Source: an optimization exercise on an open RTL-to-GDS flow (aim: small area). Production flows keep margins and buffers that such runs may drop.
At most, simulation tests tie the RTL to the original design; equivalence was not proved.
Only the layout flow was run in runs 1 and 2; the RTL was not checked for function there.
No activity file was given, so power comes from the tool's default toggle rates.

[design/flow/flow/run.sh]
#!/bin/bash
# Own layout flow: the standard synthesis, then its combinational logic re-mapped
# for area (registers untouched), then the standard ORFS steps with a smaller
# clock tree (no dummy loads).
set -euo pipefail
HERE=$(pwd)
LIB=$FLOW_HOME/platforms/sky130hd/lib/sky130_fd_sc_hd__tt_025C_1v80.lib
R=$HERE/orfs/results/sky130hd/top_module/base

bash standard.sh synth > 1_standard_synth.log 2>&1
cp $R/1_2_yosys.v $HERE/1_2_yosys.standard.v

python3 flow/comblib.py $LIB $HERE/comb.lib > comblib.log 2>&1
bash flow/resynth.sh $HERE/1_2_yosys.standard.v $HERE/1_2_yosys.resynth.v $LIB $HERE/comb.lib flow/dontuse.txt flow/deepsyn.abc > resynth.log 2>&1
rm -f $HERE/comb.lib

cp $HERE/1_2_yosys.resynth.v $R/1_2_yosys.v
rm -f $R/1_synth.odb $R/1_synth.sdc
bash standard.sh synth > 1_synth_odb.log 2>&1

CTS="-sink_clustering_enable -repair_clock_nets -dont_use_dummy_load"
if [[ -f flow/cts_args ]]; then CTS=$(cat flow/cts_args); fi
EXTRA=()
if [[ -f flow/make_args ]]; then mapfile -t EXTRA < flow/make_args; fi
bash standard.sh "CTS_ARGS=$CTS" "${EXTRA[@]}" finish > finish.log 2>&1
[design/flow/flow/comblib.py]
# writes a liberty holding only the combinational cells of the input liberty
import re, sys
src = open(sys.argv[1]).read()
out = []
i = 0
pat = re.compile(r'\n\s*cell\s*\(\s*"?([\w]+)"?\s*\)\s*\{')
pos = 0
m = pat.search(src, pos)
head = src[:m.start()] if m else src
out.append(head)
while m:
    start = m.start()
    j = m.end(); depth = 1
    while depth:
        c = src[j]
        if c == '{': depth += 1
        elif c == '}': depth -= 1
        j += 1
    body = src[start:j]
    if not re.search(r'\b(ff|latch|statetable|ff_bank|latch_bank)\s*\(', body):
        out.append(body)
    pos = j
    m = pat.search(src, pos)
    if not m:
        out.append(src[pos:])
open(sys.argv[2], 'w').write(''.join(out))
[design/flow/flow/cts_args]
-sink_clustering_enable -repair_clock_nets -dont_use_dummy_load -buf_list sky130_fd_sc_hd__clkbuf_8 -sink_clustering_size 50 -sink_clustering_max_diameter 100
[design/flow/flow/deepsyn.abc]
strash
&get -n
&deepsyn -T 60
&put
dch -f
map -a
[design/flow/flow/dontuse.txt]
sky130_fd_sc_hd__fill_1
sky130_fd_sc_hd__fill_2
sky130_fd_sc_hd__fill_4
sky130_fd_sc_hd__fill_8
sky130_fd_sc_hd__lpflow_bleeder_1
sky130_fd_sc_hd__lpflow_clkbufkapwr_1
sky130_fd_sc_hd__lpflow_clkbufkapwr_16
sky130_fd_sc_hd__lpflow_clkbufkapwr_2
sky130_fd_sc_hd__lpflow_clkbufkapwr_4
sky130_fd_sc_hd__lpflow_clkbufkapwr_8
sky130_fd_sc_hd__lpflow_clkinvkapwr_1
sky130_fd_sc_hd__lpflow_clkinvkapwr_16
sky130_fd_sc_hd__lpflow_clkinvkapwr_2
sky130_fd_sc_hd__lpflow_clkinvkapwr_4
sky130_fd_sc_hd__lpflow_clkinvkapwr_8
sky130_fd_sc_hd__lpflow_decapkapwr_12
sky130_fd_sc_hd__lpflow_decapkapwr_3
sky130_fd_sc_hd__lpflow_decapkapwr_4
sky130_fd_sc_hd__lpflow_decapkapwr_6
sky130_fd_sc_hd__lpflow_decapkapwr_8
sky130_fd_sc_hd__lpflow_inputiso0n_1
sky130_fd_sc_hd__lpflow_inputiso0p_1
sky130_fd_sc_hd__lpflow_inputiso1n_1
sky130_fd_sc_hd__lpflow_inputiso1p_1
sky130_fd_sc_hd__lpflow_inputisolatch_1
sky130_fd_sc_hd__lpflow_isobufsrc_1
sky130_fd_sc_hd__lpflow_isobufsrc_16
sky130_fd_sc_hd__lpflow_isobufsrc_2
sky130_fd_sc_hd__lpflow_isobufsrc_4
sky130_fd_sc_hd__lpflow_isobufsrc_8
sky130_fd_sc_hd__lpflow_isobufsrckapwr_16
sky130_fd_sc_hd__lpflow_lsbuf_lh_hl_isowell_tap_1
sky130_fd_sc_hd__lpflow_lsbuf_lh_hl_isowell_tap_2
sky130_fd_sc_hd__lpflow_lsbuf_lh_hl_isowell_tap_4
sky130_fd_sc_hd__lpflow_lsbuf_lh_isowell_4
sky130_fd_sc_hd__lpflow_lsbuf_lh_isowell_tap_1
sky130_fd_sc_hd__lpflow_lsbuf_lh_isowell_tap_2
sky130_fd_sc_hd__lpflow_lsbuf_lh_isowell_tap_4
sky130_fd_sc_hd__probe_p_8
sky130_fd_sc_hd__probec_p_8
[design/flow/flow/make_args]
BUFFER_PORTS_ARGS=-buffer_cell sky130_fd_sc_hd__buf_1
[design/flow/flow/resynth.sh]
#!/bin/bash
# resynth.sh IN.v OUT.v LIB COMBLIB DONTUSE ABCSCRIPT
# Re-maps the combinational logic of a mapped netlist; register cells are kept
# as they are (same instances, names and cell types).
set -euo pipefail
IN=$1; OUT=$2; LIB=$3; CLIB=$4; ABC=$6
DU=$(sed 's/^/-dont_use /' $5 | tr '\n' ' ')
yosys -p "
read_liberty -lib $LIB
read_liberty -overwrite -ignore_miss_func $CLIB
read_verilog $IN
hierarchy -check -top top_module
flatten
opt_clean -purge
stat -liberty $LIB
abc -liberty $LIB $DU -script $ABC
opt_clean -purge
hilomap -singleton -hicell sky130_fd_sc_hd__conb_1 HI -locell sky130_fd_sc_hd__conb_1 LO
splitnets
opt_clean -purge
insbuf -buf sky130_fd_sc_hd__buf_4 A X
rename -enumerate
stat -liberty $LIB
write_verilog -noattr -nohex -nodec $OUT
"
# the written netlist must consist of library cells only
yosys -p "read_liberty -lib $LIB; read_verilog $OUT; hierarchy -check -top top_module; check -assert -mapped"
[design/flow/standard.sh]
#!/bin/bash
# synth_recipe.tcl (not shown) runs the flow's synth.tcl, then flattens the netlist and writes it again
# the make line also repeats each setting of config.mk as NAME=value (left out here)
make -C /OpenROAD-flow-scripts/flow DESIGN_CONFIG=/design/flow/config.mk WORK_HOME=/design/flow/orfs CLKGATE_MAP_FILE= SYNTH_SCRIPT=/design/flow/synth_recipe.tcl "${@:-finish}"
[design/flow/config.mk]
export PLATFORM = sky130hd
export DESIGN_NAME = top_module
export DESIGN_NICKNAME = top_module
export VERILOG_FILES = /design/flow/design.v
export SDC_FILE = /design/flow/constraint.sdc
export NUM_CORES = 4
export LEC_CHECK = 0
export ABC_AREA = 1
export CAP_MARGIN = 20
export CORE_MARGIN = 2
export CORE_UTILIZATION = 40
export SLEW_MARGIN = 20
[design/flow/constraint.sdc]
create_clock -name core_clock -period 30.0 [get_ports {clk}]
set_input_delay 6.0000 -clock core_clock [delete_from_list [all_inputs] [get_ports {clk}]]
set_output_delay 6.0000 -clock core_clock [all_outputs]
set_load 0.01 [all_outputs]
[design/flow/design.v]
module ultrasonic_sensor (
    input clk,
    input rst,
    input echo,
    output trigger,
    output [8:0] distance_cm,
    output distance_ready
);
    localparam [2:0] PM_ST = 3'd0;
    localparam [11:0] PM_R = 12'd2730;
    localparam [8:0] PM_Q = 9'd0;
    localparam [1:0] PM_E = 2'd0;
    localparam [11:0] R0 = 12'd3118;
    reg [2:0] state_s;
    reg [1:0] e_s;
    reg [11:0] r_s;
    reg [8:0] q_s;
    wire [2:0] st = state_s ^ PM_ST;
    wire [1:0] e = e_s ^ PM_E;          
    wire [11:0] r = r_s ^ PM_R;
    wire [8:0] q = q_s ^ PM_Q;
    wire s_1 = st[2] & st[1];
    wire s_0r = st[2] & ~st[1];
    wire s_0 = ~st[2] & ~st[1] & ~st[0];
    wire s_2 = ~st[2] & ~st[1] & st[0];
    wire s_3 = ~st[2] & st[1] & st[0];
    wire s_4 = ~st[2] & st[1] & ~st[0];
    assign trigger = s_1;
    assign distance_ready = s_0r;
    assign distance_cm = q;
    wire rise = e[0] & ~e[1];
    wire fall = ~e[0] & e[1];
    wire wrap = (r[0] & r[1] & r[2] & ~r[3] & ~r[5] & ~r[6] & ~r[7] & ~r[8] & r[9] & r[10]);    
    wire p500 = (r[0] & r[1] & r[2] & r[3] & r[5] & ~r[7] & ~r[8]);    
    wire tmo = q[0] & q[1] & q[2] & q[3] & q[5] & q[7] & q[8] & (r[4] & ~r[6] & r[8] & r[11]);    
    wire clr = s_0 | s_0r | (s_1 & p500) | (s_2 & rise);
    wire qen = wrap & (s_2 | (s_3 & ~fall));
    wire [11:0] r_n = clr ? R0 : {r[10:0], ~(r[11] ^ r[10]) ^ wrap};
    wire [8:0] q_n = clr ? 9'd0 : q + {8'd0, qen};
    wire [2:0] st_n;
    assign st_n[2] = s_0 | s_0r | (s_1 & ~p500) | s_4;
    assign st_n[1] = s_0 | s_0r | (s_1 & ~p500) | (s_2 & rise) | (s_3 & (fall | ~tmo));
    assign st_n[0] = (s_1 & p500) | (s_2 & (rise | ~tmo)) | (s_3 & ~fall & ~tmo);
    always @(posedge clk) begin
        e_s <= {e[0], echo} ^ PM_E;
        r_s <= r_n ^ PM_R;
        q_s <= q_n ^ PM_Q;
    end
    always @(posedge clk or posedge rst) begin
        if (rst)
            state_s <= PM_ST;
        else
            state_s <= st_n ^ PM_ST;
    end
endmodule
module top_module (
    input clk,
    input rst,
    input echo1, echo2,
    output trigger1, trigger2,
    output tx
);
    wire [8:0] d1, d2;
    wire rdy1, rdy2;
    ultrasonic_sensor sensor_tono (
        .clk(clk), .rst(rst), .echo(echo1), .trigger(trigger1),
        .distance_cm(d1), .distance_ready(rdy1)
    );
    ultrasonic_sensor sensor_volumen (
        .clk(clk), .rst(rst), .echo(echo2), .trigger(trigger2),
        .distance_cm(d2), .distance_ready(rdy2)
    );
    function [5:0] kmap(input [8:0] d);
        kmap = (d < 5) ? 6'd0 : (d > 60) ? 6'd55 : d - 5;
    endfunction
    function [4:0] ncap(input [5:0] k);
        begin
            ncap[0] = (k == 6'd2) |
                (k == 6'd3) |
                (k == 6'd6) |
                (k == 6'd7) |
                (k == 6'd10) |
                (k == 6'd13) |
                (k == 6'd14) |
                (k == 6'd17) |
                (k == 6'd18) |
                (k == 6'd21) |
                (k == 6'd24) |
                (k == 6'd25) |
                (k == 6'd28) |
                (k == 6'd29) |
                (k == 6'd32) |
                (k == 6'd35) |
                (k == 6'd36) |
                (k == 6'd39) |
                (k == 6'd40) |
                (k == 6'd43) |
                (k == 6'd46) |
                (k == 6'd47) |
                (k == 6'd50) |
                (k == 6'd51) |
                (k == 6'd54);
            ncap[1] = (k == 6'd2) |
                (k == 6'd3) |
                (k == 6'd4) |
                (k == 6'd5) |
                (k == 6'd10) |
                (k == 6'd11) |
                (k == 6'd12) |
                (k == 6'd17) |
                (k == 6'd18) |
                (k == 6'd19) |
                (k == 6'd20) |
                (k == 6'd24) |
                (k == 6'd25) |
                (k == 6'd26) |
                (k == 6'd27) |
                (k == 6'd32) |
                (k == 6'd33) |
                (k == 6'd34) |
                (k == 6'd39) |
                (k == 6'd40) |
                (k == 6'd41) |
                (k == 6'd42) |
                (k == 6'd46) |
                (k == 6'd47) |
                (k == 6'd48) |
                (k == 6'd49) |
                (k == 6'd54) |
                (k == 6'd55);
            ncap[2] = (k == 6'd2) |
                (k == 6'd3) |
                (k == 6'd4) |
                (k == 6'd5) |
                (k == 6'd6) |
                (k == 6'd7) |
                (k == 6'd8) |
                (k == 6'd9) |
                (k == 6'd17) |
                (k == 6'd18) |
                (k == 6'd19) |
                (k == 6'd20) |
                (k == 6'd21) |
                (k == 6'd22) |
                (k == 6'd23) |
                (k == 6'd32) |
                (k == 6'd33) |
                (k == 6'd34) |
                (k == 6'd35) |
                (k == 6'd36) |
                (k == 6'd37) |
                (k == 6'd38) |
                (k == 6'd46) |
                (k == 6'd47) |
                (k == 6'd48) |
                (k == 6'd49) |
                (k == 6'd50) |
                (k == 6'd51) |
                (k == 6'd52) |
                (k == 6'd53);
            ncap[3] = (k == 6'd2) |
                (k == 6'd3) |
                (k == 6'd4) |
                (k == 6'd5) |
                (k == 6'd6) |
                (k == 6'd7) |
                (k == 6'd8) |
                (k == 6'd9) |
                (k == 6'd10) |
                (k == 6'd11) |
                (k == 6'd12) |
                (k == 6'd13) |
                (k == 6'd14) |
                (k == 6'd15) |
                (k == 6'd16) |
                (k == 6'd32) |
                (k == 6'd33) |
                (k == 6'd34) |
                (k == 6'd35) |
                (k == 6'd36) |
                (k == 6'd37) |
                (k == 6'd38) |
                (k == 6'd39) |
                (k == 6'd40) |
                (k == 6'd41) |
                (k == 6'd42) |
                (k == 6'd43) |
                (k == 6'd44) |
                (k == 6'd45);
            ncap[4] = (k == 6'd0) |
                (k == 6'd1) |
                (k == 6'd32) |
                (k == 6'd33) |
                (k == 6'd34) |
                (k == 6'd35) |
                (k == 6'd36) |
                (k == 6'd37) |
                (k == 6'd38) |
                (k == 6'd39) |
                (k == 6'd40) |
                (k == 6'd41) |
                (k == 6'd42) |
                (k == 6'd43) |
                (k == 6'd44) |
                (k == 6'd45) |
                (k == 6'd46) |
                (k == 6'd47) |
                (k == 6'd48) |
                (k == 6'd49) |
                (k == 6'd50) |
                (k == 6'd51) |
                (k == 6'd52) |
                (k == 6'd53) |
                (k == 6'd54) |
                (k == 6'd55);
        end
    endfunction
    function [5:0] vcap(input [5:0] k);
        begin
            vcap[0] = (k == 6'd0) |
                (k == 6'd2) |
                (k == 6'd4) |
                (k == 6'd6) |
                (k == 6'd7) |
                (k == 6'd9) |
                (k == 6'd11) |
                (k == 6'd14) |
                (k == 6'd16) |
                (k == 6'd18) |
                (k == 6'd21) |
                (k == 6'd23) |
                (k == 6'd25) |
                (k == 6'd26) |
                (k == 6'd28) |
                (k == 6'd30) |
                (k == 6'd32) |
                (k == 6'd33) |
                (k == 6'd35) |
                (k == 6'd37) |
                (k == 6'd40) |
                (k == 6'd42) |
                (k == 6'd44) |
                (k == 6'd47) |
                (k == 6'd49) |
                (k == 6'd51) |
                (k == 6'd52) |
                (k == 6'd54);
            vcap[1] = (k == 6'd0) |
                (k == 6'd1) |
                (k == 6'd4) |
                (k == 6'd5) |
                (k == 6'd7) |
                (k == 6'd8) |
                (k == 6'd11) |
                (k == 6'd12) |
                (k == 6'd14) |
                (k == 6'd15) |
                (k == 6'd18) |
                (k == 6'd19) |
                (k == 6'd21) |
                (k == 6'd22) |
                (k == 6'd25) |
                (k == 6'd28) |
                (k == 6'd29) |
                (k == 6'd32) |
                (k == 6'd35) |
                (k == 6'd36) |
                (k == 6'd39) |
                (k == 6'd42) |
                (k == 6'd43) |
                (k == 6'd46) |
                (k == 6'd49) |
                (k == 6'd50) |
                (k == 6'd52) |
                (k == 6'd53);
            vcap[2] = (k == 6'd0) |
                (k == 6'd1) |
                (k == 6'd2) |
                (k == 6'd3) |
                (k == 6'd7) |
                (k == 6'd8) |
                (k == 6'd9) |
                (k == 6'd10) |
                (k == 6'd14) |
                (k == 6'd15) |
                (k == 6'd16) |
                (k == 6'd17) |
                (k == 6'd21) |
                (k == 6'd22) |
                (k == 6'd23) |
                (k == 6'd24) |
                (k == 6'd28) |
                (k == 6'd29) |
                (k == 6'd30) |
                (k == 6'd31) |
                (k == 6'd35) |
                (k == 6'd36) |
                (k == 6'd37) |
                (k == 6'd38) |
                (k == 6'd42) |
                (k == 6'd43) |
                (k == 6'd44) |
                (k == 6'd45) |
                (k == 6'd49) |
                (k == 6'd50) |
                (k == 6'd51);
            vcap[3] = (k == 6'd0) |
                (k == 6'd1) |
                (k == 6'd2) |
                (k == 6'd3) |
                (k == 6'd4) |
                (k == 6'd5) |
                (k == 6'd6) |
                (k == 6'd14) |
                (k == 6'd15) |
                (k == 6'd16) |
                (k == 6'd17) |
                (k == 6'd18) |
                (k == 6'd19) |
                (k == 6'd20) |
                (k == 6'd28) |
                (k == 6'd29) |
                (k == 6'd30) |
                (k == 6'd31) |
                (k == 6'd32) |
                (k == 6'd33) |
                (k == 6'd34) |
                (k == 6'd42) |
                (k == 6'd43) |
                (k == 6'd44) |
                (k == 6'd45) |
                (k == 6'd46) |
                (k == 6'd47) |
                (k == 6'd48);
            vcap[4] = (k == 6'd0) |
                (k == 6'd1) |
                (k == 6'd2) |
                (k == 6'd3) |
                (k == 6'd4) |
                (k == 6'd5) |
                (k == 6'd6) |
                (k == 6'd7) |
                (k == 6'd8) |
                (k == 6'd9) |
                (k == 6'd10) |
                (k == 6'd11) |
                (k == 6'd12) |
                (k == 6'd13) |
                (k == 6'd28) |
                (k == 6'd29) |
                (k == 6'd30) |
                (k == 6'd31) |
                (k == 6'd32) |
                (k == 6'd33) |
                (k == 6'd34) |
                (k == 6'd35) |
                (k == 6'd36) |
                (k == 6'd37) |
                (k == 6'd38) |
                (k == 6'd39) |
                (k == 6'd40) |
                (k == 6'd41);
            vcap[5] = (k == 6'd0) |
                (k == 6'd1) |
                (k == 6'd2) |
                (k == 6'd3) |
                (k == 6'd4) |
                (k == 6'd5) |
                (k == 6'd6) |
                (k == 6'd7) |
                (k == 6'd8) |
                (k == 6'd9) |
                (k == 6'd10) |
                (k == 6'd11) |
                (k == 6'd12) |
                (k == 6'd13) |
                (k == 6'd14) |
                (k == 6'd15) |
                (k == 6'd16) |
                (k == 6'd17) |
                (k == 6'd18) |
                (k == 6'd19) |
                (k == 6'd20) |
                (k == 6'd21) |
                (k == 6'd22) |
                (k == 6'd23) |
                (k == 6'd24) |
                (k == 6'd25) |
                (k == 6'd26) |
                (k == 6'd27);
        end
    endfunction
    function vlsb(input [5:0] e);
        vlsb = (e == 6'd1) |
            (e == 6'd2) |
            (e == 6'd3) |
            (e == 6'd8) |
            (e == 6'd9) |
            (e == 6'd10) |
            (e == 6'd15) |
            (e == 6'd16) |
            (e == 6'd17) |
            (e == 6'd18) |
            (e == 6'd23) |
            (e == 6'd24) |
            (e == 6'd25) |
            (e == 6'd30) |
            (e == 6'd31) |
            (e == 6'd32) |
            (e == 6'd33) |
            (e == 6'd38) |
            (e == 6'd39) |
            (e == 6'd40) |
            (e == 6'd45) |
            (e == 6'd46) |
            (e == 6'd47) |
            (e == 6'd48) |
            (e == 6'd53) |
            (e == 6'd54) |
            (e == 6'd55) |
            (e == 6'd60) |
            (e == 6'd61) |
            (e == 6'd62) |
            (e == 6'd63);
    endfunction
    localparam [1:0] PM_NS = 2'd0, PM_VS = 2'd0;
    localparam [4:0] PM_NO = 5'd0;
    localparam [5:0] PM_VK = 6'd0, PM_VF = 6'd0;
    localparam PM_OW = 1'd0;
    localparam [3:0] PM_BI = 4'd0;
    localparam [10:0] PM_C = 11'd1365;
    reg [1:0] ns_s, vs_s;
    reg [4:0] note_off_s;       
    reg [5:0] vol_k_s;          
    reg [5:0] vol_fly_s;        
    reg owner_s;                
    reg [3:0] bi_s;
    reg [10:0] cnt_s;
    wire [1:0] ns = ns_s ^ PM_NS, vs = vs_s ^ PM_VS;
    wire [4:0] note_off = note_off_s ^ PM_NO;
    wire [5:0] vol_k = vol_k_s ^ PM_VK, vol_fly = vol_fly_s ^ PM_VF;
    wire owner = owner_s ^ PM_OW;
    wire [3:0] bi = bi_s ^ PM_BI;
    wire [10:0] cnt = cnt_s ^ PM_C;
    wire free = ~bi[3] & ~bi[2];
    wire note_busy = ns[1] | ns[0];
    wire vol_busy = vs[1] | vs[0];
    wire vol_started = vs[1];
    wire note_go = free & ~vol_started;
    wire vol_go = free & (vol_started | ~note_busy);
    wire go = free & (note_busy | vol_busy);
    wire tick = (cnt[0] & cnt[3] & cnt[4] & ~cnt[5] & cnt[6] & cnt[7] & ~cnt[8] & ~cnt[9] & cnt[10]);
    wire [1:0] ns_n = ~note_busy ? {1'b0, rdy1} : note_go ? ns + 2'd1 : ns;
    wire [1:0] vs_n = ~vol_busy ? {1'b0, rdy2} : vol_go ? vs + 2'd1 : vs;
    wire [3:0] bi_n = free ? (go ? 4'd5 : 4'd0) : tick ? bi + 4'd1 : bi;
    wire [10:0] cnt_n = go ? 11'd1241 : {cnt[9:0], ~(cnt[10] ^ cnt[8]) ^ tick};
    always @(posedge clk) begin
        if (~note_busy & rdy1)
            note_off_s <= ncap(kmap(d1)) ^ PM_NO;
        if (~vol_busy & rdy2)
            vol_k_s <= vcap(kmap(d2)) ^ PM_VK;
        if (free) begin
            vol_fly_s <= vol_k ^ PM_VF;
            owner_s <= (note_busy & ~vol_started) ^ PM_OW;
        end
        cnt_s <= cnt_n ^ PM_C;
    end
    always @(posedge clk or posedge rst) begin
        if (rst) begin
            ns_s <= PM_NS;
            vs_s <= PM_VS;
            bi_s <= PM_BI;
        end else begin
            ns_s <= ns_n ^ PM_NS;
            vs_s <= vs_n ^ PM_VS;
            bi_s <= bi_n ^ PM_BI;
        end
    end
    wire note_hi = note_off[4] & (note_off[3] | note_off[2] | note_off[1]);
    wire [7:0] note_byte = {1'b0, ~note_hi, note_hi, note_off};
    wire [7:0] vol_byte = {1'b0, vol_fly, vlsb(vol_fly)};
    reg [7:0] cur;
    always @(*) begin
        if (owner)
            cur = (ns == 2'd2) ? 8'h90 : (ns == 2'd3) ? note_byte : 8'd100;
        else
            cur = (vs == 2'd2) ? 8'hB0 : (vs == 2'd3) ? 8'h07 : vol_byte;
    end
    assign tx = bi[3] ? cur[bi[2:0]] : ~(bi[2] & bi[1] & bi[0]);
endmodule
==> run_results.csv, run 1 <==
group,metric,value,unit
cells_and_area,mostFrequentLayoutCells,"nor2_1 (108), clkinv_1 (68), nand2_1 (59)",
global_route,grt_use_total,0.1555,
die,dieWidth,100.8,µm
sta,timing.final.crit_share,0.2688,
worst_setup_path,cp-start-kind,"flop",
die,core_area,0.009153,mm²
global_route,antenna_found_initial,0,
global_route,grt_start_max_net_pins,16,
die,start_util,0.4097,
power_and_ir_drop,p_per_area,45.72,mW/mm²
die,ios,7,
detailed_routing,drtAntennaViolNets,0,
die,die_h,100.8,µm
global_route,grt_pass1_wl,12500,µm
synth,synth_warnings,2,
cells_and_area,drive_gt1_frac,0.02653,
run_status,status,"finished clean",
sta,slew_viol_final,0,
detailed_routing,avgViaCountPerCell,5.087,
sta,fin_ws,21.93,ns
cells_and_area,mostFrequentLayoutCell,"nor2_1",
global_route,grt-ovfl-total,0,
power_and_ir_drop,p_total,0.1851,mW
sta,worst_pin_slew,0.9068,ns
worst_setup_path,crit_fanout,10,
clock_tree,post_cts_resized,0,
clock_tree,post_cts_buffers,0,
clock_tree,cts-root-buf,"clkbuf_8",
place,io_buffers,6,
cells_and_area,syn_to_final_growth,7.975,%
sta,rsz0062_at_grt,"false",
detailed_routing,drt-initial-drc-count,137,
synth,avgSynthCellArea,7.911,µm²
detailed_routing,wl_per_cell,12.05,µm
sta,relSlewSlack,0.3955,
die,fp-row-count,35,
synth,netlist_area,0.003750,mm²
place,place_hpwl,5581,µm
sta,fmax,124.0,MHz
synth,syn_inst,474,
cells_and_area,fin_nets,496,
detailed_routing,firstDrtPassIters,4,
sta,fin_crit,8.065,ns
global_route,grt_pass1_vias,2821,
synth,syn_nets,478,
clock_tree,clk_pin_slew_worst_paths,0.09,ns
clock_tree,h-tree-depth,3,
clock_tree,ctsHoldBuffers,0,
clock_tree,cts_buffers,9,
clock_tree,clk_latency,0.34,ns
die,dieArea,0.01016,mm²
place,place_ws,22.27,ns
min_path,hold_path_class,"flop to flop",
sta,fin_setup_tns,0,ns
clock_tree,cts_buffer_depth,2,
clock_tree,clkSinkCount,89,
clock_tree,cts_tree,"yes",
sta,finalHoldViolCount,0,
cells_and_area,num_antenna_cells,0,
worst_setup_path,crit_type,"flop to output pin",
sta,finClkSkew,0.02084,ns
detailed_routing,wl,7241,µm
worst_setup_path,crit_path_end_kind,"output pin",
worst_setup_path,cp.arrival,2.07,ns
run,cap_violations,0,
sta,setup_viol,0,
detailed_routing,via_count,3057,
cells_and_area,final_cells,601,
power_and_ir_drop,power.leakage,1.437,nW
detailed_routing,drc,0,
place,gp_congestion,0.8619,
place,placed_cells,592,
worst_setup_path,critPathRequiredTime,24.00,ns
power_and_ir_drop,peakVddDrop,0.02170,mV
sta,whs,0.3527,ns
-- worst max-delay path: stages, from the launching register on --
cell and delay [ns]:
dfrtp_1 0.40, nor2_1 0.57, nor2_1 0.15, a32oi_1 0.20, o21ai_0 0.10, o32ai_1 0.13
buf_1 0.18
-- where the power goes --
| part | internal (mW) | switching [mW] | total [mW] |
|---|---|---|---|
| registers | 0.122 | 0.000150 | 0.122 |
| logic | 0.000195 | 0.000628 | 0.000824 |
| clock network | 0.0269 | 0.0353 | 0.0622 |
-- final cells by class --
class | instances | area [µm²]
Fill cell | 912 | 5104
Sequential cell | 89 | 2032
Multi-Input combinational cell | 317 | 1469
Inverter | 68 | 255.2
Tap cell | 111 | 138.9
Clock buffer | 9 | 123.9
Timing Repair Buffer | 7 | 30.03
-- through the flow --
stage	instance area, µm²	utilization
2_1_floorplan	3750	-
5_1_grt	4049	0.4424
3_3_place_gp	3919	0.4282
3_5_place_dp	3919	0.4282
6_report	4049	0.4424
4_1_cts	4043	0.4417
-- registers in the layout, summed over array words and instances, names as in the netlist, 4 cells and up --
| register | cells |
|---|---|
| note_off_s | 5 |
| sensor_tono.q_s | 9 |
| vol_k_s | 6 |
| sensor_volumen.q_s | 9 |
| sensor_volumen.r_s | 12 |
| vol_fly_s | 6 |
| cnt_s | 11 |
| sensor_tono.r_s | 12 |
| bi_s | 4 |
-- path summary, 6_finish.rpt --
kind | start | endpoint | slack (ns) | cells past startpoint
min reg2reg | cnt_s[2]$_DFF_P_ | cnt_s[3]$_SDFF_PP1_ | 0.35 | 1
max reg2reg | sensor_volumen.q_s[3]$_SDFF_PP0_ | vol_k_s[2]$_DFFE_PP_ | 27.25 | 11
min in group asynchronous | rst | bi_s[0]$_DFFE_PP0P_ | 5.60 | 2
max | bi_s[2]$_DFFE_PP0P_ | tx | 21.93 | 6
min | cnt_s[2]$_DFF_P_ | cnt_s[3]$_SDFF_PP1_ | 0.35 | 1
max in group asynchronous | rst | sensor_tono.state_s[2]$_DFF_PP0_ | 24.11 | 2
-- metal layers --
metal	wire (µm)	up-vias	share of wire	track usage
met5	0	-	0	0
met4	57	0	0.0079	0.06428
met3	240	4	0.033	0.03675
met2	3187	46	0.44	0.2318
met1	3756	1389	0.52	0.2170
li1	-	1618	-	-
==> run 2: changes to the inputs <==
==> design/flow/flow/cts_args (replaced) <==
-sink_clustering_enable -repair_clock_nets -dont_use_dummy_load -buf_list sky130_fd_sc_hd__clkbuf_4 -sink_clustering_size 50 -sink_clustering_max_diameter 100
--- a/design/flow/config.mk
+++ b/design/flow/config.mk
@@ -10,3 +10,4 @@
 export CORE_MARGIN = 2
-export CORE_UTILIZATION = 40
+export CORE_UTILIZATION = 65
+export PLACE_DENSITY = 0.8
 export SLEW_MARGIN = 20
==> run_results.csv, run 2 <==
group,metric,value,unit
cells_and_area,final_cells,563,
place,io_buffers,6,
cells_and_area,num_antenna_cells,0,
detailed_routing,routed-wl-met2,3322,µm
cells_and_area,drive_gt1_frac,0.02851,
sta,fin_ws,21.88,ns
clock_tree,cts_buffer_depth,2,
global_route,antenna_found_initial,0,
cells_and_area,mostFrequentLayoutCell,"nor2_1",
clock_tree,cts-root-buf,"clkbuf_4",
worst_setup_path,slowest_delay,0.57,ns
global_route,grt_pass1_wl,12360,µm
place,place_ws,22.32,ns
sta,fmax,123.2,MHz
clock_tree,cts_tree,"yes",
worst_setup_path,crit_top_cell,"nor2_1",
detailed_routing,firstDrtPassIters,5,
run,cap_violations,0,
worst_setup_path,timing.rr.end,"vol_k_s[1]$_DFFE_PP_",
detailed_routing,drtAntennaViolNets,0,
die,die_h,79.96,µm
cells_and_area,fin_area,0.003951,mm²
min_path,min_to,"sensor_volumen.e_s[1]$_DFF_P_",
place,placed_cells,554,
min_path,hold_path_class,"flop to flop",
place,gp_congestion,0.8918,
synth,syn_inst,474,
worst_setup_path,critPathRequiredTime,24.00,ns
worst_setup_path,rr_startpoint,"sensor_volumen.q_s[4]$_SDFF_PP0_",
die,fp-row-count,27,
cells_and_area,num-fill-cells,467,
synth,syn_nets,478,
clock_tree,clk_latency,0.40,ns
clock_tree,clkSinkCount,89,
synth,avgSynthCellArea,7.911,µm²
place,postPlaceCellArea,0.003877,mm²
worst_setup_path,r2r_setup_slack,27.32,ns
sta,whs,0.3670,ns
clock_tree,post_cts_buffers,0,
worst_setup_path,cpMaxStageDelayCell,"nor2_1",
detailed_routing,drt-met1-wl,3275,µm
run_status,status,"finished clean",
cells_and_area,syn_to_final_growth,5.372,%
place,place_hpwl,5359,µm
worst_setup_path,crit_fanout,10,
worst_setup_path,r2r_cells,15,
global_route,grt-ovfl-total,0,
sta,slew_viol_final,0,
detailed_routing,wl_per_cell,12.43,µm
power_and_ir_drop,peakVddDrop,0.02933,mV
synth,synth_warnings,2,
worst_setup_path,crit_family,"simple AND/OR/NAND/NOR gates",
clock_tree,clk_pin_slew_worst_paths,0.12,ns
clock_tree,cts_buffers,9,
power_and_ir_drop,p_total,0.1680,mW
min_path,hold_path_depth,0,
sta,finalHoldViolCount,0,
cells_and_area,fin_nets,497,
worst_setup_path,crit_type,"flop to output pin",
cells_and_area,fin_util,0.7132,
detailed_routing,wl,6999,µm
die,core_area,0.005540,mm²
sta,worst_pin_slew,0.7189,ns
worst_setup_path,path_cells,"nor2_1 -> nor2_1 -> a32oi_1 -> o21ai_0 -> o32ai_1 -> buf_1",
min_path,hp-start,"sensor_volumen.e_s[0]$_DFF_P_",
clock_tree,post_cts_resized,0,
clock_tree,ctsHoldBuffers,0,
sta,relSlewSlack,0.5189,
cells_and_area,top_regs,"sensor_tono.r_s (12), sensor_volumen.r_s (12), cnt_s (11)",
cells_and_area,mostFrequentLayoutCells,"nor2_1 (108), clkinv_1 (68), nand2_1 (59)",
detailed_routing,wl_met3,308,µm
sta,fin_setup_tns,0,ns
global_route,grt_pass1_vias,2918,
detailed_routing,via_count,3159,
die,ios,7,
detailed_routing,maxUsedRoutingLayer,"met4",
detailed_routing,drt-initial-drc-count,221,
sta,setup_viol,0,
clock_tree,h-tree-depth,3,
sta,finClkSkew,0.02472,ns
global_route,grt_start_max_net_pins,16,
die,dieArea,0.006393,mm²
worst_setup_path,crit_path_end_kind,"output pin",
detailed_routing,avgViaCountPerCell,5.611,
sta,rsz0062_at_grt,"false",
power_and_ir_drop,p_per_area,42.53,mW/mm²
global_route,grt_use_total,0.2444,
worst_setup_path,cp.arrival,2.12,ns
synth,netlist_area,0.003750,mm²
die,dieWidth,79.96,µm
detailed_routing,drc,0,
die,start_util,0.6768,
worst_setup_path,cp-start-kind,"flop",
worst_setup_path,path_buf_inv,1,
power_and_ir_drop,power.leakage,1.418,nW
sta,timing.final.crit_share,0.2706,
sta,fin_crit,8.117,ns
==> run 2: changes by cell type in the layout (fill, tap and decap cells not counted) <==
cell      delta
clkbuf_8     -9
buf_4        +1
clkbuf_4     +9
==> run 2: worst max path at each step <==
stage / startpoint / endpoint / slack (ns) / depth (start not counted)
2_1_floorplan: bi_s[2]$_DFFE_PP0P_ / tx / 22.59 / 5
3_3_place_gp: bi_s[2]$_DFFE_PP0P_ / tx / 22.35 / 6
3_5_place_dp: bi_s[2]$_DFFE_PP0P_ / tx / 22.32 / 6
4_1_cts: bi_s[2]$_DFFE_PP0P_ / tx / 21.88 / 6
5_1_grt: bi_s[2]$_DFFE_PP0P_ / tx / 21.72 / 6
6_report: bi_s[2]$_DFFE_PP0P_ / tx / 21.88 / 6
==> run 2: final cells by class <==
class,count,area (µm²),share of cell area
sequential,89,2032,0.5142
timing repair buffer,8,37.54,0.009500
inverter,68,255.2,0.06460
tap,72,90.09,0.02280
multi-input combinational,317,1469,0.3718
clock buffer,9,67.56,0.01710
==> run 2: power by group <==
| part | internal, mW | switching, mW | total [mW] |
|---|---|---|---|
| clock | 0.0140 | 0.0311 | 0.0451 |
| sequential | 0.122 | 0.000148 | 0.122 |
| combinational | 0.000195 | 0.000641 | 0.000837 |
| total | 0.136 | 0.0319 | 0.168 |
==> run 2: per-layer routing <==
layer	track usage	up-vias
li1	-	1622
met1	0.3212	1438
met2	0.4025	89
met3	0.04864	10
met4	0.08644	0
met5	0	-
==> run 3: changes to the inputs <==
--- a/design/flow/design.v
+++ b/design/flow/design.v
@@ -425,3 +425,3 @@
     endfunction
-    localparam [1:0] PM_NS = 2'd0, PM_VS = 2'd0;
+    localparam [2:0] PM_SS = 3'd0;
     localparam [4:0] PM_NO = 5'd0;
@@ -431,3 +431,4 @@
     localparam [10:0] PM_C = 11'd1365;
-    reg [1:0] ns_s, vs_s;
+    reg [2:0] ss_s;
+    reg owner_s;
     reg [4:0] note_off_s;       
@@ -435,6 +436,6 @@
     reg [5:0] vol_fly_s;        
-    reg owner_s;                
     reg [3:0] bi_s;
     reg [10:0] cnt_s;
-    wire [1:0] ns = ns_s ^ PM_NS, vs = vs_s ^ PM_VS;
+    wire [2:0] ss = ss_s ^ PM_SS;
+    wire st = ss[2], pn = ss[1], pv = ss[0];
     wire [4:0] note_off = note_off_s ^ PM_NO;
@@ -445,11 +446,29 @@
     wire free = ~bi[3] & ~bi[2];
-    wire note_busy = ns[1] | ns[0];
-    wire vol_busy = vs[1] | vs[0];
-    wire vol_started = vs[1];
-    wire note_go = free & ~vol_started;
-    wire vol_go = free & (vol_started | ~note_busy);
-    wire go = free & (note_busy | vol_busy);
+    wire note_idle = ~pn & ~(st & owner);
+    wire vol_idle = ~pv & ~(st & ~owner);
+    wire cap1 = note_idle & rdy1;
+    wire cap2 = vol_idle & rdy2;
+    wire go = free & (st | pn | pv);
+    wire go_note = st ? owner : pn;
     wire tick = (cnt[0] & cnt[3] & cnt[4] & ~cnt[5] & cnt[6] & cnt[7] & ~cnt[8] & ~cnt[9] & cnt[10]);
-    wire [1:0] ns_n = ~note_busy ? {1'b0, rdy1} : note_go ? ns + 2'd1 : ns;
-    wire [1:0] vs_n = ~vol_busy ? {1'b0, rdy2} : vol_go ? vs + 2'd1 : vs;
+    reg [2:0] ss_n;
+    always @(*) begin
+        ss_n = ss;
+        if (go) begin
+            if (st) begin
+                if (owner) begin
+                    if (pn) ss_n = {1'b0, 1'b0, pv};      
+                    else ss_n = {1'b1, 1'b1, pv};         
+                end else begin
+                    if (pv) ss_n = {1'b0, pn, 1'b0};      
+                    else ss_n = {1'b1, pn, 1'b1};         
+                end
+            end else if (pn)
+                ss_n = {1'b1, 1'b0, pv};                  
+            else
+                ss_n = {1'b1, 1'b0, 1'b0};                
+        end
+        if (cap1) ss_n[1] = 1'b1;
+        if (cap2) ss_n[0] = 1'b1;
+    end
     wire [3:0] bi_n = free ? (go ? 4'd5 : 4'd0) : tick ? bi + 4'd1 : bi;
@@ -457,10 +476,10 @@
     always @(posedge clk) begin
-        if (~note_busy & rdy1)
+        if (cap1)
             note_off_s <= ncap(kmap(d1)) ^ PM_NO;
-        if (~vol_busy & rdy2)
+        if (cap2)
             vol_k_s <= vcap(kmap(d2)) ^ PM_VK;
-        if (free) begin
+        if (free)
             vol_fly_s <= vol_k ^ PM_VF;
-            owner_s <= (note_busy & ~vol_started) ^ PM_OW;
-        end
+        if (go)
+            owner_s <= go_note ^ PM_OW;
         cnt_s <= cnt_n ^ PM_C;
@@ -469,8 +488,6 @@
         if (rst) begin
-            ns_s <= PM_NS;
-            vs_s <= PM_VS;
+            ss_s <= PM_SS;
             bi_s <= PM_BI;
         end else begin
-            ns_s <= ns_n ^ PM_NS;
-            vs_s <= vs_n ^ PM_VS;
+            ss_s <= ss_n ^ PM_SS;
             bi_s <= bi_n ^ PM_BI;
@@ -484,5 +501,5 @@
         if (owner)
-            cur = (ns == 2'd2) ? 8'h90 : (ns == 2'd3) ? note_byte : 8'd100;
+            cur = ~st ? 8'd100 : pn ? note_byte : 8'h90;
         else
-            cur = (vs == 2'd2) ? 8'hB0 : (vs == 2'd3) ? 8'h07 : vol_byte;
+            cur = ~st ? vol_byte : pv ? 8'h07 : 8'hB0;
     end
==> design/flow/flow/cts_args (replaced) <==
-sink_clustering_enable -repair_clock_nets -dont_use_dummy_load -buf_list sky130_fd_sc_hd__clkbuf_8 -sink_clustering_size 50 -sink_clustering_max_diameter 100
--- a/design/flow/config.mk
+++ b/design/flow/config.mk
@@ -10,4 +10,3 @@
 export CORE_MARGIN = 2
-export CORE_UTILIZATION = 65
-export PLACE_DENSITY = 0.8
+export CORE_UTILIZATION = 40
 export SLEW_MARGIN = 20
==> run_results.csv, run 3 <==
group,metric,value,unit
worst_setup_path,critPathRequiredTime,24.00,ns
detailed_routing,wl,7036,µm
power_and_ir_drop,power.leakage,1.437,nW
die,start_util,0.4071,
synth,syn_nets,465,
min_path,hold_path_class,"flop to flop",
die,dieWidth,100.3,µm
cells_and_area,drive_gt1_frac,0.03782,
place,io_buffers,6,
sta,rsz0062_at_grt,"false",
global_route,grt-ovfl-total,0,
global_route,grt_pass1_vias,2842,
worst_setup_path,crit_type,"flop to output pin",
place,gp_congestion,0.8725,
sta,finalHoldViolCount,0,
cells_and_area,num-fill-cells,912,
run_status,status,"finished clean",
die,core_area,0.009109,mm²
global_route,grt_use_total,0.1527,
cells_and_area,mostFrequentLayoutCell,"nor2_1",
sta,setup_viol,0,
place,place_hpwl,5242,µm
cells_and_area,syn_to_final_growth,7.861,%
detailed_routing,avgViaCountPerCell,5.099,
detailed_routing,drt-initial-drc-count,180,
sta,fmax,123.3,MHz
sta,timing.final.crit_share,0.2704,
power_and_ir_drop,switching_share,0.1903,
clock_tree,ctsHoldBuffers,0,
cells_and_area,num_antenna_cells,0,
die,die_h,100.3,µm
synth,syn_inst,461,
clock_tree,post_cts_buffers,0,
sta,fin_setup_tns,0,ns
detailed_routing,wl_per_cell,11.99,µm
sta,slew_viol_final,0,
clock_tree,cts_tree,"yes",
global_route,grt_pass1_wl,12430,µm
power_and_ir_drop,p_int,0.1477,mW
die,dieArea,0.01006,mm²
worst_setup_path,cp.arrival,2.11,ns
global_route,antenna_found_initial,0,
power_and_ir_drop,netSwitchingPower,0.03471,mW
sta,finClkSkew,0.02441,ns
cells_and_area,fin_nets,482,
power_and_ir_drop,p_per_area,45.60,mW/mm²
worst_setup_path,cp-start-kind,"flop",
sta,fin_crit,8.112,ns
run,cap_violations,0,
clock_tree,h-tree-depth,3,
power_and_ir_drop,clockPowerShare,0.333,
die,ios,7,
clock_tree,clk_latency,0.34,ns
detailed_routing,via_count,2993,
clock_tree,cts_buffer_depth,2,
cells_and_area,top_regs,"sensor_tono.r_s (12), sensor_volumen.r_s (12), cnt_s (11)",
sta,worst_pin_slew,0.9110,ns
global_route,grt_start_max_net_pins,15,
synth,netlist_area,0.003709,mm²
power_and_ir_drop,p_total,0.1824,mW
power_and_ir_drop,peakVddDrop,0.02365,mV
power_and_ir_drop,comb_power_share,0.005,
clock_tree,clkSinkCount,88,
worst_setup_path,crit_path_end_kind,"output pin",
clock_tree,cts-root-buf,"clkbuf_8",
sta,relSlewSlack,0.3904,
clock_tree,clk_pin_slew_worst_paths,0.07,ns
clock_tree,cts_buffers,9,
power_and_ir_drop,p_seq_frac,0.662,
worst_setup_path,crit_fanout,8,
synth,synth_warnings,2,
synth,avgSynthCellArea,8.045,µm²
detailed_routing,drtAntennaViolNets,0,
clock_tree,post_cts_resized,0,
detailed_routing,firstDrtPassIters,4,
cells_and_area,mostFrequentLayoutCells,"nor2_1 (100), clkinv_1 (76), dfxtp_1 (57)",
die,fp-row-count,35,
detailed_routing,drc,0,
run 3: power by group through the flow:
stage | clock network (mW) | logic (mW) | registers (mW)
floorplan | 0 | 0.000542 | 0.123
global placement | 0 | 0.000930 | 0.123
detailed placement | 0 | 0.000912 | 0.123
CTS | 0.0640 | 0.000915 | 0.121
global route | 0.0688 | 0.00101 | 0.121
finish | 0.0608 | 0.000849 | 0.121
run 3: worst paths after layout:
| kind | startpoint | to | slack, ns | cells after the start |
|---|---|---|---|---|
| min in group asynchronous | rst | sensor_volumen.state_s[2]$_DFF_PP0_ | 5.60 | 2 |
| worst min-delay path | sensor_tono.e_s[0]$_DFF_P_ | sensor_tono.e_s[1]$_DFF_P_ | 0.36 | 0 |
| worst max-delay path | ss_s[2]$_DFFE_PP0P_ | tx | 21.89 | 9 |
| worst min register to register | sensor_tono.e_s[0]$_DFF_P_ | sensor_tono.e_s[1]$_DFF_P_ | 0.36 | 0 |
| max in group asynchronous | rst | ss_s[0]$_DFFE_PP0P_ | 24.10 | 2 |
| worst max register to register | sensor_volumen.q_s[4]$_SDFF_PP0_ | vol_k_s[2]$_DFFE_PP_ | 27.31 | 12 |
run 3: worst max-delay path, cell delays in order (launching register included):
cell	delay, ns
dfrtp_1	0.49
clkinv_1	0.24
nor2_1	0.28
nand2_1	0.13
nand2_1	0.08
a21oi_1	0.04
a21oi_1	0.11
or2_2	0.11
a32o_1	0.15
buf_1	0.15
run 3: cell type report:
class                      count  area [µm²]  share of cell area
sequential                    88        2007              0.5017
multi-input combinational    297        1423              0.3556
inverter                      76       285.3             0.07132
tap                          111       138.9             0.03472
clock buffer                   9       123.9             0.03097
timing repair buffer           6       22.52            0.005630
run 3: per-stage QoR:
step	cells	utilization	setup slack [ns]	instance area [µm²]	hold slack, ns
after floorplan	461	-	22.57	3709	0.3380
after global placement	578	0.4249	22.30	3870	0.3466
after detailed placement	578	0.4249	22.28	3870	0.3496
after CTS	587	0.4385	21.91	3994	0.3607
after global routing	587	0.4391	21.58	4000	0.3724
final	587	0.4391	21.89	4000	0.3585
run 3: metal layers:
layer	wire length [µm]	global-route usage	vias to the layer above
li1	-	-	1582
met1	3523	0.2012	1362
met2	3203	0.2426	43
met3	255	0.04109	6
met4	53	0.05374	0
met5	0	0	-
==> run 4: changes to the inputs <==
--- a/design/flow/design.v
+++ b/design/flow/design.v
@@ -5,3 +5,3 @@
     output trigger,
-    output [8:0] distance_cm,
+    output [8:0] distance_cm,      
     output distance_ready
@@ -21,8 +21,8 @@
     wire [8:0] q = q_s ^ PM_Q;
-    wire s_1 = st[2] & st[1];
-    wire s_0r = st[2] & ~st[1];
-    wire s_0 = ~st[2] & ~st[1] & ~st[0];
-    wire s_2 = ~st[2] & ~st[1] & st[0];
-    wire s_3 = ~st[2] & st[1] & st[0];
-    wire s_4 = ~st[2] & st[1] & ~st[0];
+    wire s_0 = (~st[0] & ~st[1] & ~st[2]);
+    wire s_1 = (st[1] & st[2]);
+    wire s_2 = (st[0] & ~st[1]);
+    wire s_3 = (st[0] & st[1]);
+    wire s_4 = (~st[0] & st[1] & ~st[2]);
+    wire s_0r = (~st[1] & st[2]);
     assign trigger = s_1;
@@ -34,3 +34,3 @@
     wire p500 = (r[0] & r[1] & r[2] & r[3] & r[5] & ~r[7] & ~r[8]);    
-    wire tmo = q[0] & q[1] & q[2] & q[3] & q[5] & q[7] & q[8] & (r[4] & ~r[6] & r[8] & r[11]);    
+    wire tmo = (q[1] & q[3] & ~q[4] & q[5] & q[7] & q[8]) & (r[4] & ~r[6] & r[8] & r[11]);    
     wire clr = s_0 | s_0r | (s_1 & p500) | (s_2 & rise);
@@ -38,7 +38,7 @@
     wire [11:0] r_n = clr ? R0 : {r[10:0], ~(r[11] ^ r[10]) ^ wrap};
-    wire [8:0] q_n = clr ? 9'd0 : q + {8'd0, qen};
+    wire [8:0] q_n = clr ? 9'd507 : q + {8'd0, qen};
     wire [2:0] st_n;
-    assign st_n[2] = s_0 | s_0r | (s_1 & ~p500) | s_4;
-    assign st_n[1] = s_0 | s_0r | (s_1 & ~p500) | (s_2 & rise) | (s_3 & (fall | ~tmo));
-    assign st_n[0] = (s_1 & p500) | (s_2 & (rise | ~tmo)) | (s_3 & ~fall & ~tmo);
+    assign st_n[0] = (s_1 & p500) | (s_2 & rise) | (s_2 & ~rise & ~tmo) | (s_3 & ~fall & ~tmo);
+    assign st_n[1] = (s_0) | (s_0r) | (s_1 & ~p500) | (s_2 & rise) | (s_3 & fall) | (s_3 & ~fall & ~tmo);
+    assign st_n[2] = (s_0) | (s_0r) | (s_1 & ~p500) | (s_4);
     always @(posedge clk) begin
@@ -50,3 +50,3 @@
         if (rst)
-            state_s <= PM_ST;
+            state_s <= 3'd0 ^ PM_ST;
         else
@@ -72,4 +72,4 @@
     );
-    function [5:0] kmap(input [8:0] d);
-        kmap = (d < 5) ? 6'd0 : (d > 60) ? 6'd55 : d - 5;
+    function [5:0] kmap(input [8:0] q);
+        kmap = (q[8:3] == 6'b111111) ? 6'd0 : (q > 9'd55) ? 6'd55 : q[5:0];
     endfunction
--- a/design/flow/flow/run.sh
+++ b/design/flow/flow/run.sh
@@ -13,3 +13,3 @@
 python3 flow/comblib.py $LIB $HERE/comb.lib > comblib.log 2>&1
-bash flow/resynth.sh $HERE/1_2_yosys.standard.v $HERE/1_2_yosys.resynth.v $LIB $HERE/comb.lib flow/dontuse.txt flow/deepsyn.abc > resynth.log 2>&1
+bash flow/resynth.sh $HERE/1_2_yosys.standard.v $HERE/1_2_yosys.resynth.v $LIB $HERE/comb.lib flow/dontuse.txt > resynth.log 2>&1
 rm -f $HERE/comb.lib
==> design/flow/flow/resynth.sh (replaced) <==
#!/bin/bash
# resynth.sh IN.v OUT.v LIB COMBLIB DONTUSE
# Re-maps the combinational logic of a mapped netlist for area; register cells
# are kept as they are (same instances, names and cell types). ABC's &deepsyn
# is run with several seeds in parallel and the smallest result is kept.
set -euo pipefail
IN=$1; OUT=$2; LIB=$3; CLIB=$4
DU=$(sed 's/^/-dont_use /' $5 | tr '\n' ' ')
SEEDS=${RESYNTH_SEEDS:-"0 1 2 3"}
T=${RESYNTH_TIME:-90}
for S in $SEEDS; do
  printf 'strash\n&get -n\n&deepsyn -T %s -S %s\n&put\ndch -f\nmap -a\n' $T $S > resynth_s$S.abc
  yosys -p "
read_liberty -lib $LIB
read_liberty -overwrite -ignore_miss_func $CLIB
read_verilog $IN
hierarchy -check -top top_module
flatten
opt_clean -purge
abc -liberty $LIB $DU -script resynth_s$S.abc
opt_clean -purge
hilomap -singleton -hicell sky130_fd_sc_hd__conb_1 HI -locell sky130_fd_sc_hd__conb_1 LO
splitnets
opt_clean -purge
insbuf -buf sky130_fd_sc_hd__buf_4 A X
rename -enumerate
write_verilog -noattr -nohex -nodec resynth_s$S.v
" > resynth_s$S.log 2>&1 &
done
wait
BEST=""; BA=""
for S in $SEEDS; do
  [[ -s resynth_s$S.v ]] || continue
  A=$(yosys -p "read_liberty -lib $LIB; read_verilog resynth_s$S.v; hierarchy -check -top top_module; check -assert -mapped; stat -liberty $LIB" 2>&1 | tee resynth_s$S.check.log | grep "Chip area" | awk '{print $NF}')
  grep -q "Found and reported 0 problems" resynth_s$S.check.log || continue
  echo "seed $S area $A"
  if [[ -z "$BA" ]] || awk "BEGIN{exit !($A < $BA)}"; then BA=$A; BEST=$S; fi
done
echo "best seed $BEST area $BA"
cp resynth_s$BEST.v $OUT
removed: design/flow/flow/deepsyn.abc
==> run_results.csv, run 4 <==
group,metric,value,unit
run_status,status,"finished clean",
clock_tree,ctsHoldBuffers,0,
worst_setup_path,path_buf_inv,3,
die,dieArea,0.009885,mm²
clock_tree,clkSinkCount,88,
synth,netlist_area,0.003642,mm²
clock_tree,cts_buffer_depth,2,
worst_setup_path,crit_family,"simple AND/OR/NAND/NOR gates",
sta,fin_setup_tns,0,ns
detailed_routing,wl_per_cell,12.48,µm
power_and_ir_drop,power.leakage,1.488,nW
cells_and_area,top_regs,"sensor_tono.r_s (12), sensor_volumen.r_s (12), cnt_s (11)",
run,cap_violations,0,
worst_setup_path,critPathRequiredTime,24.00,ns
cells_and_area,mostFrequentLayoutCells,"nor2_1 (94), clkinv_1 (72), dfxtp_1 (57)",
cells_and_area,mostFrequentLayoutCell,"nor2_1",
place,io_buffers,6,
sta,fmax,121.8,MHz
sta,finalHoldViolCount,0,
power_and_ir_drop,p_per_area,46.51,mW/mm²
worst_setup_path,cpMaxStageDelayCell,"dfrtp_1",
cells_and_area,num_antenna_cells,0,
global_route,grt_pass1_vias,2854,
clock_tree,cts-root-buf,"clkbuf_8",
worst_setup_path,cp-start-kind,"flop",
die,die_h,99.43,µm
clock_tree,clk_pin_slew_worst_paths,0.07,ns
sta,fin_crit,8.210,ns
cells_and_area,drive_gt1_frac,0.02784,
worst_setup_path,slowest_delay,0.37,ns
worst_setup_path,timing.rr.end,"owner_s$_DFFE_PP_",
detailed_routing,wl,7178,µm
global_route,grt-ovfl-total,0,
min_path,hold_path_class,"flop to flop",
min_path,min_to,"cnt_s[3]$_SDFF_PP1_",
worst_setup_path,r2r_setup_slack,26.91,ns
detailed_routing,firstDrtPassIters,4,
sta,rsz0062_at_grt,"false",
detailed_routing,drt-initial-drc-count,144,
detailed_routing,drc,0,
worst_setup_path,crit_fanout,8,
power_and_ir_drop,p_total,0.1831,mW
min_path,hp-start,"cnt_s[2]$_DFF_P_",
sta,finClkSkew,0.02419,ns
global_route,antenna_found_initial,0,
synth,syn_nets,454,
clock_tree,cts_tree,"yes",
cells_and_area,syn_to_final_growth,8.073,%
min_path,hold_path_depth,1,
worst_setup_path,cp.arrival,2.21,ns
global_route,grt_use_total,0.1546,
worst_setup_path,rr_startpoint,"bi_s[3]$_DFFE_PP0P_",
detailed_routing,via_count,2962,
worst_setup_path,r2r_cells,5,
clock_tree,cts_buffers,9,
cells_and_area,fin_nets,473,
sta,setup_viol,0,
synth,avgSynthCellArea,8.094,µm²
die,start_util,0.4156,
die,ios,7,
global_route,grt_pass1_wl,12410,µm
global_route,grt_start_max_net_pins,16,
die,core_area,0.008763,mm²
clock_tree,post_cts_resized,0,
clock_tree,clk_latency,0.35,ns
clock_tree,h-tree-depth,3,
synth,synth_warnings,2,
detailed_routing,avgViaCountPerCell,5.151,
sta,worst_pin_slew,0.8390,ns
place,place_hpwl,5364,µm
detailed_routing,drtAntennaViolNets,0,
sta,timing.final.crit_share,0.2737,
place,gp_congestion,0.9350,
sta,slew_viol_final,0,
die,fp-row-count,34,
power_and_ir_drop,peakVddDrop,0.02546,mV
worst_setup_path,crit_path_end_kind,"output pin",
worst_setup_path,worst-path-stages,9,
sta,relSlewSlack,0.4386,
clock_tree,post_cts_buffers,0,
die,dieWidth,99.43,µm
synth,syn_inst,450,
worst_setup_path,crit_type,"flop to output pin",
worst_setup_path,path_cells,"clkinv_1 -> nor2_1 -> clkinv_1 -> nor2_1 -> nand2_1 -> nand3_1 -> a21oi_1 -> o32ai_1 -> buf_1",
## run 4: metrics by stage
step             util  instance area, µm²  worst slack, ns  cells  hold slack (ns)
2_1_floorplan       -                3642            22.45    450           0.3380
5_1_grt        0.4492                3936            21.58    575           0.3683
6_report       0.4492                3936            21.79    575           0.3646
3_5_place_dp   0.4345                3807            22.18    565           0.3591
3_3_place_gp   0.4345                3807            22.23    565           0.3469
4_1_cts        0.4486                3931            21.79    574           0.3673
## run 4: how the worst max path moves through the flow
stage                         from  endpoint  slack [ns]
5_1_grt        ss_s[2]$_DFFE_PP0P_        tx       21.58
3_5_place_dp   ss_s[2]$_DFFE_PP0P_        tx       22.18
2_1_floorplan  ss_s[2]$_DFFE_PP0P_        tx       22.45
4_1_cts        ss_s[2]$_DFFE_PP0P_        tx       21.79
6_report       ss_s[2]$_DFFE_PP0P_        tx       21.79
3_3_place_gp   ss_s[2]$_DFFE_PP0P_        tx       22.23
## run 4: area by class of cell
cell class / instances / area (µm²)
Fill cell: 871 / 4827
Sequential cell: 88 / 2007
Multi-Input combinational cell: 290 / 1365
Inverter: 72 / 270.3
Tap cell: 108 / 135.1
Clock buffer: 9 / 123.9
Timing Repair Buffer: 8 / 35.03
## run 4: report_power, final
part           switching, mW  internal [mW]
registers           0.000161          0.121
logic               0.000543       0.000142
clock network         0.0347         0.0269
total                 0.0354          0.148
## run 4: layer usage
metal	routed length, µm	track usage	part of all wire
met2	3256	0.2438	0.45
met3	265	0.04427	0.037
met1	3567	0.2016	0.50
met4	88	0.06006	0.012
met5	0	0	0
==> run 5: changes to the inputs <==
--- a/design/flow/flow/resynth.sh
+++ b/design/flow/flow/resynth.sh
@@ -8,6 +8,10 @@
 DU=$(sed 's/^/-dont_use /' $5 | tr '\n' ' ')
-SEEDS=${RESYNTH_SEEDS:-"0 1 2 3"}
+SEEDS=${RESYNTH_SEEDS:-"0 1 2 3 4 5 6 7"}
+JOBS=${RESYNTH_JOBS:-${NUM_CORES:-4}}
 T=${RESYNTH_TIME:-90}
 for S in $SEEDS; do
-  printf 'strash\n&get -n\n&deepsyn -T %s -S %s\n&put\ndch -f\nmap -a\n' $T $S > resynth_s$S.abc
+  # seeds alternate between two mappers, and between plain and two-input-LUT deepsyn
+  if (( S % 2 )); then MAP="amap"; else MAP="map -a"; fi
+  if (( (S / 2) % 2 )); then OPT="-t"; else OPT=""; fi
+  printf 'strash\n&get -n\n&deepsyn -T %s -S %s %s\n&put\ndch -f\n%s\n' $T $S "$OPT" "$MAP" > resynth_s$S.abc
   yosys -p "
@@ -28,2 +32,3 @@
 " > resynth_s$S.log 2>&1 &
+  while (( $(jobs -r | wc -l) >= JOBS )); do sleep 1; done
 done
@@ -38,3 +43,8 @@
 done
-echo "best seed $BEST area $BA"
-cp resynth_s$BEST.v $OUT
+if [[ -z "$BEST" ]]; then
+  echo "no re-mapped netlist passed its check; keeping the standard one"
+  cp $IN $OUT
+else
+  echo "best seed $BEST area $BA"
+  cp resynth_s$BEST.v $OUT
+fi
==> run_results.csv, run 5 <==
group,metric,value,unit
worst_setup_path,crit_type,"flop to output pin",
global_route,grt_start_max_net_pins,15,
worst_setup_path,critPathRequiredTime,24.00,ns
cells_and_area,mostFrequentLayoutCell,"nor2_1",
die,die_h,99.10,µm
detailed_routing,wl,7041,µm
clock_tree,ctsHoldBuffers,0,
cells_and_area,num_antenna_cells,0,
sta,rsz0062_at_grt,"false",
cells_and_area,syn_to_final_growth,8.578,%
power_and_ir_drop,switching_share,0.1935,
clock_tree,clkSinkCount,88,
place,gp_congestion,0.8454,
die,fp-row-count,34,
detailed_routing,drtAntennaViolNets,0,
power_and_ir_drop,p_total,0.1831,mW
power_and_ir_drop,peakVddDrop,0.02881,mV
power_and_ir_drop,p_per_area,46.61,mW/mm²
detailed_routing,avgViaCountPerCell,5.351,
power_and_ir_drop,clockPowerShare,0.336,
global_route,grt-ovfl-total,0,
detailed_routing,drt-initial-drc-count,140,
power_and_ir_drop,comb_power_share,0.004,
sta,fin_crit,8.395,ns
place,place_hpwl,5287,µm
cells_and_area,top_regs,"sensor_tono.r_s (12), sensor_volumen.r_s (12), cnt_s (11)",
global_route,antenna_found_initial,0,
run_status,status,"finished clean",
synth,syn_nets,422,
detailed_routing,via_count,2911,
cells_and_area,fin_nets,442,
min_path,hold_path_class,"flop to flop",
sta,fin_setup_tns,0,ns
die,start_util,0.4128,
clock_tree,post_cts_resized,0,
clock_tree,clk_pin_slew_worst_paths,0.07,ns
sta,worst_pin_slew,0.7762,ns
clock_tree,cts-root-buf,"clkbuf_8",
synth,synth_warnings,2,
worst_setup_path,crit_path_end_kind,"output pin",
die,dieArea,0.009820,mm²
die,core_area,0.008763,mm²
clock_tree,cts_tree,"yes",
global_route,grt_pass1_wl,12810,µm
clock_tree,post_cts_buffers,0,
clock_tree,cts_buffers,9,
place,place_ws,22.03,ns
clock_tree,cts_buffer_depth,2,
sta,slew_viol_final,0,
worst_setup_path,crit_fanout,9,
worst_setup_path,cp-start-kind,"flop",
sta,timing.final.crit_share,0.2798,
clock_tree,clk_latency,0.35,ns
sta,relSlewSlack,0.4806,
die,dieWidth,99.10,µm
clock_tree,h-tree-depth,3,
die,ios,7,
power_and_ir_drop,p_seq_frac,0.660,
detailed_routing,wl_per_cell,12.94,µm
sta,fmax,119.1,MHz
run,cap_violations,0,
detailed_routing,drc,0,
power_and_ir_drop,netSwitchingPower,0.03542,mW
sta,finClkSkew,0.01875,ns
global_route,grt_pass1_vias,2826,
place,io_buffers,6,
synth,avgSynthCellArea,8.654,µm²
power_and_ir_drop,p_int,0.1477,mW
global_route,grt_use_total,0.1598,
synth,netlist_area,0.003617,mm²
power_and_ir_drop,power.leakage,1.416,nW
sta,setup_viol,0,
sta,finalHoldViolCount,0,
sta,fin_ws,21.61,ns
cells_and_area,drive_gt1_frac,0.02982,
synth,syn_inst,418,
worst_setup_path,cp.arrival,2.39,ns
detailed_routing,firstDrtPassIters,4,
cells_and_area,mostFrequentLayoutCells,"nor2_1 (88), dfxtp_1 (57), clkinv_1 (56)",
-- run 5: worst paths after layout --
check / startpoint / endpoint / slack (ns) / cells after the start
max: ss_s[2]$_DFFE_PP0P_ / tx / 21.61 / 9
min: sensor_volumen.e_s[0]$_DFF_P_ / sensor_volumen.e_s[1]$_DFF_P_ / 0.36 / 0
max reg2reg: sensor_volumen.q_s[4]$_SDFF_PP1_ / vol_k_s[4]$_DFFE_PP_ / 27.15 / 12
min reg2reg: sensor_volumen.e_s[0]$_DFF_P_ / sensor_volumen.e_s[1]$_DFF_P_ / 0.36 / 0
max in group asynchronous: rst / sensor_volumen.state_s[0]$_DFF_PP0_ / 24.16 / 2
min in group asynchronous: rst / bi_s[3]$_DFFE_PP0P_ / 5.57 / 2
-- run 5: area by class of cell --
cell class                      count  area, µm²
Sequential cell                    88       2007
Multi-Input combinational cell    274       1406
Fill cell                         850       4836
Tap cell                          108      135.1
Clock buffer                        9      123.9
Timing Repair Buffer                9      45.04
Inverter                           56      210.2
-- run 5: per-layer routing --
layer | vias up | global-route usage | part of all wire
met3 | 13 | 0.04568 | 0.038
met4 | 0 | 0.05690 | 0.019
li1 | 1502 | - | -
met1 | 1344 | 0.2156 | 0.50
met2 | 52 | 0.2469 | 0.44
met5 | - | 0 | 0
-- run 5: power by group through the flow --
stage / Sequential, mW / Combinational [mW] / Clock (mW)
2_1_floorplan: 0.123 / 0.000430 / 0
3_3_place_gp: 0.123 / 0.000719 / 0
3_5_place_dp: 0.123 / 0.000734 / 0
4_1_cts: 0.121 / 0.000735 / 0.0647
5_1_grt: 0.121 / 0.000845 / 0.0690
6_report: 0.121 / 0.000693 / 0.0616
-- run 5: worst max-delay path: stages, from the launching register on --
cell      delay, ns
dfrtp_1        0.39
clkinv_1       0.22
nor2_1         0.40
clkinv_1       0.15
o22ai_1        0.24
clkinv_1       0.08
o21ai_0        0.15
a31oi_1        0.09
a31oi_1        0.16
buf_1          0.17
-- run 5: per-stage QoR --
step | cells | utilization | area, µm² | hold slack (ns)
after floorplan | 418 | - | 3617 | 0.3380
after global placement | 535 | 0.4333 | 3797 | 0.3472
after detailed placement | 535 | 0.4333 | 3797 | 0.3450
after CTS | 544 | 0.4475 | 3921 | 0.3573
after global routing | 544 | 0.4482 | 3928 | 0.3713
final | 544 | 0.4482 | 3928 | 0.3585

-- what the ideal ports hide --
How much do the figures lean on ideal ports? The routed layouts below were timed once more, with nothing changed but the port constraints. Step 1 assumes that a clkbuf_16 drives the clock port and a buf_2 every other input. Step 2 adds t to the input delays and takes it off the output delays; t is the mean of the earliest and latest rising clock arrival at the registers after step 1. Input paths then give back, and output paths get back, about the clock's delay inside the block. a / b / c = no drivers / after step 1 / after step 2; a / b = the first two.
| run | t, ns | setup WS [ns] | worst setup path at the end | worst data-port slew with drivers (ns) | pins driven straight from the clock port |
|---|---|---|---|---|---|
| run 1 | 0.365 | 21.935 / 21.904 / 22.269 | register to output | 0.03 | 1 |
| run 2 | 0.414 | 21.883 / 21.858 / 22.272 | register to output | 0.03 | 1 |
| run 3 | 0.360 | 21.888 / 21.858 / 22.218 | register to output | 0.03 | 1 |
| run 4 | 0.363 | 21.790 / 21.760 / 22.123 | register to output | 0.04 | 1 |
| run 5 | 0.369 | 21.605 / 21.575 / 21.945 | register to output | 0.03 | 1 |
After both steps setup and hold are still met in every run listed.
